Background: an optimization exercise with open tools, aiming at small area and a short achievable clock period. Do not read the settings as production practice. In this exercise RTL edits were held to simulation tests only and were not proved equivalent to the original. Power figures rest on the tool's default switching activity, not on a simulated workload.

## build 51
Design lcm_32, start of the top module:
module lcm_32(
    input wire [32-1:0] ina, inb,
    input wire clk,
    input wire rst_n,
    output wire [64-1:0] result,
    output reg ready_n);
    reg        gcd_ph, div_ph, mul_ph;    
    reg [31:0] u, v, w;
    reg [5:0]  cnt;
    wire [31:0] y   = mul_ph ? (v & {32{w[0]}}) : (~v & {32{u[0]}});
    wire        cin = ~mul_ph & u[0];
    wire [32:0] a   = {1'b0, u} + {1'b0, y} + {32'd0, cin};
    wire [31:0] ash = {a[32] & mul_ph, a[31:1]};
    assign result = {u, w};
    always @(posedge clk) begin
        if (!rst_n) begin
            gcd_ph  <= 1'b1;
            div_ph  <= 1'b0;
            mul_ph  <= 1'b0;
            u       <= ina;
            v       <= inb;
            cnt     <= 6'd0;
            ready_n <= 1'b1;
        end else if (gcd_ph) begin
            if (u == 32'd0) begin
                u      <= ina;
                cnt[5] <= 1'b1;
                gcd_ph <= 1'b0;
                div_ph <= 1'b1;
            end else if (!u[0]) begin
                u <= ash;
                if (!v[0]) begin
                    v   <= v >> 1;
                    cnt <= cnt + 6'd1;
                end
            end else if (!v[0]) begin
                v <= v >> 1;
            end else if (a[32]) begin  
                u <= ash;
  ...
Settings: LEC_CHECK=0, CAP_MARGIN=20, CORE_MARGIN=2, CORE_UTILIZATION=40, SLEW_MARGIN=20; clock period 10.0 ns.
standard.sh (not shown) runs the stock make flow with config.mk's settings and CLKGATE_MAP_FILE= SYNTH_SCRIPT=/design/flow/synth_recipe.tcl, a recipe that flattens the netlist after the stock synthesis.
==> flow/flow/run.sh <==
#!/bin/bash
# The standard layout (standard.sh: the standard flow's synthesis and ORFS steps, unchanged
# constraints), with ORFS's timing repair asked to leave a larger setup margin
# so that it works the paths below the design's clock period as well.
set -euo pipefail
MARGIN=${MARGIN:-7}
bash standard.sh SETUP_SLACK_MARGIN=$MARGIN TNS_END_PERCENT=100 finish > standard_flow.log 2>&1
Build 51: full flow OK, the timing, DRC and antenna checks passed
Setup changes, build 51 to build 90
==> flow/flow/run.sh <==
#!/bin/bash
# The standard layout (standard.sh: the standard flow's synthesis and the ORFS steps, with
# the design's constraints unchanged), with two settings changed:
#  - ORFS's timing repair is asked to leave a setup margin, so that it also
#    works the paths that already meet the design's clock period;
#  - the buffer put on every input and output port is buf_1.
# standard.sh's full output goes to standard_flow.log.
set -euo pipefail
MARGIN=${MARGIN:-6.7}
bash standard.sh \
    SETUP_SLACK_MARGIN=$MARGIN \
    TNS_END_PERCENT=100 \
    "BUFFER_PORTS_ARGS=-buffer_cell sky130_fd_sc_hd__buf_1" \
    finish > standard_flow.log 2>&1
### Flow results
Number of cell instances on the worst register-to-register path | build 90 above build 51
Compared with build 51, build 90 shows final-layout clock buffer total higher by 3.
Looking at build 90 and build 51, the part of the cycle the worst path needs is a wash.
Summary — sum of internal, switching and leakage power, build 90 relative to build 51: lower, by 0.32 mW.
NOTE: number of global-route vias before repair in build 90 falls short of that of build 51
Diff build 90 and build 51: fraction of met2 tracks used by global routing lower in build 90
Higher share of final layout cell area taken by clock buffers and inverters goes to build 90 over build 51.
Power dissipated in sequential cells (lower): build 51
Against build 51, the final cell area of build 90 is lower.
[compare] base=build 51 new=build 90: minimum setup slack in the final design picked up an extra 0.0088 ns; minimum clock period after layout lost 0.0088 ns.


== job 101 ==
The RTL this note starts from:
==> flow/design.v <==
module lcm_32(
    input wire [32-1:0] ina, inb,
    input wire clk,
    input wire rst_n,
    output wire [64-1:0] result,
    output reg ready_n);
    reg        gcd_ph, div_ph, mul_ph;    
    reg [31:0] u, v, w;
    reg [5:0]  cnt;
    reg         add_q, sub_q;
    wire [31:0] y   = ({32{add_q}} & v) | ({32{sub_q}} & {~v[31:1], 1'b1});
    wire [32:0] a   = {1'b0, u} + {1'b0, y};
    wire [31:0] ash = {a[32] & mul_ph, a[31:1]};
    assign result = {u, w};
    wire u0_nx  = !rst_n ? ina[0] :
                  gcd_ph ? ((u == 32'd0) ? ina[0] : (!u[0] || (v[0] && a[32])) ? a[1] : 1'b1) :
                  (div_ph || mul_ph) ? a[1] : u[0];
    wire w0_nx  = (div_ph || mul_ph) ? w[1] : w[0];
    wire mul_nx = rst_n && ((div_ph && cnt == 6'd1) || (mul_ph && cnt != 6'd1));
    always @(posedge clk) begin
        add_q <= mul_nx & w0_nx;
        sub_q <= ~mul_nx & u0_nx;
    end
    always @(posedge clk) begin
        if (!rst_n) begin
            gcd_ph  <= 1'b1;
            div_ph  <= 1'b0;
            mul_ph  <= 1'b0;
            u       <= ina;
            v       <= inb;
            cnt     <= 6'd0;
            ready_n <= 1'b1;
        end else if (gcd_ph) begin
            if (u == 32'd0) begin
                u      <= ina;
                cnt[5] <= 1'b1;
                gcd_ph <= 1'b0;
                div_ph <= 1'b1;
            end else if (!u[0]) begin
                u <= ash;
                if (!v[0]) begin
                    v   <= v >> 1;
                    cnt <= cnt + 6'd1;
                end
            end else if (!v[0]) begin
                v <= v >> 1;
            end else if (a[32]) begin  
                u <= ash;
            end else begin
                u <= v;
                v <= u;
            end
        end else if (div_ph) begin
            u   <= ash;
            w   <= {u[0], w[31:1]};
            cnt <= cnt - 6'd1;
            if (cnt == 6'd1) begin
                v      <= inb;
                cnt    <= 6'd32;
                div_ph <= 1'b0;
                mul_ph <= 1'b1;
            end
        end else if (mul_ph) begin
            u   <= ash;
            w   <= {a[0], w[31:1]};
            cnt <= cnt - 6'd1;
            if (cnt == 6'd1) begin
                mul_ph  <= 1'b0;
                ready_n <= 1'b0;
            end
        end
    end
endmodule
clock: 10.0 ns
lec_check: 0
cap_margin: 20
core_margin: 2
core_utilization: 40
slew_margin: 20
==> flow/flow/run.sh <==
#!/bin/bash
# The standard layout (standard.sh: the standard flow's synthesis and the ORFS steps, with
# the design's constraints unchanged), with two settings changed:
#  - ORFS's timing repair is asked to leave a setup margin, so that it also
#    works the paths that already meet the design's clock period;
#  - the buffer put on every input and output port is buf_1.
# standard.sh's full output goes to standard_flow.log.
set -euo pipefail
MARGIN=${MARGIN:-6.6}
bash standard.sh \
    SETUP_SLACK_MARGIN=$MARGIN \
    TNS_END_PERCENT=100 \
    "BUFFER_PORTS_ARGS=-buffer_cell sky130_fd_sc_hd__buf_1" \
    finish > standard_flow.log 2>&1
Per the final summary, job 101 finished and its layout is clean on timing, DRC and antenna.
Changes in job 102 relative to job 101:
--- a/flow/flow/run.sh
+++ b/flow/flow/run.sh
@@ -7,5 +7,5 @@
 # standard.sh's full output goes to standard_flow.log.
 set -euo pipefail
-MARGIN=${MARGIN:-6.6}
+MARGIN=${MARGIN:-6.7}
 bash standard.sh \
     SETUP_SLACK_MARGIN=$MARGIN \
==> notes.md <==
The final layouts of job 102 and job 101 pass the timing, DRC and antenna checks. Relative to job 101, combinational power increased by about 3% in job 102. [compare] base=job 101 new=job 102: instance area at placement now sits at about the same level, setup slack now sits higher, routed wire length now sits higher, number of DRC violations after detailed-routing iteration 0 now sits higher. Total power: job 102 above job 101. Sort job 102 and job 101 by final instance area, ascending, and job 101 comes first. The lower via count came out of job 101. Looking at transition time of the tightest slew-check pin, job 102 sits 0.022 ns below job 101.
> inputs changed (job 102 -> job 103)
--- a/flow/flow/run.sh
+++ b/flow/flow/run.sh
@@ -7,5 +7,5 @@
 # standard.sh's full output goes to standard_flow.log.
 set -euo pipefail
-MARGIN=${MARGIN:-6.7}
+MARGIN=${MARGIN:-6.4}
 bash standard.sh \
     SETUP_SLACK_MARGIN=$MARGIN \
## What came out
- Job 103 against job 102: final core area utilization down 1.9 points, share of the cycle needed by the critical path after routing increased 2.6 points.
- Global-route wire length before repair: job 103 vs job 102 down 910 um
- Reported sequential group power in job 103 is about 1% lower than in job 102
- Between job 102 and job 103, multi-input logic area decreased.
- Job 102 → job 103: cell area after layout went down by 340 um^2, setup TNS after final layout was more or less identical.

## re-timing with driven ports
The flow's constraints put no driver on any port. The routed layouts listed below were extracted and timed again, unchanged, in two steps. Step 1, drivers: a clkbuf_16 drives clk and a buf_2 each remaining input, both assumed. Step 2 adds t to the input delays and takes it off the output delays; t is the mean of the earliest and latest rising clock arrival at the registers after step 1. Input paths then give back, and output paths get back, about the clock's delay inside the block. Three values: ideal ports, drivers, drivers and shift; two values: the first two.
run	t, ns	slack for setup (ns)	hold WS [ns]
build 51	0.408	6.409 / 6.409 / 6.357	0.452 / 0.452 / 0.452
build 90	0.394	6.418 / 6.418 / 6.318	0.449 / 0.449 / 0.449
job 101	0.401	6.639 / 6.639 / 6.282	0.451 / 0.451 / 0.451
job 102	0.408	6.735 / 6.731 / 6.365	0.457 / 0.457 / 0.457
job 103	0.405	6.475 / 6.475 / 6.139	0.450 / 0.450 / 0.450
After both steps setup and hold are still met in every run listed. The setup slack of job 102, which loses most, moves by -0.004 ns with the drivers and by -0.370 ns with both steps.
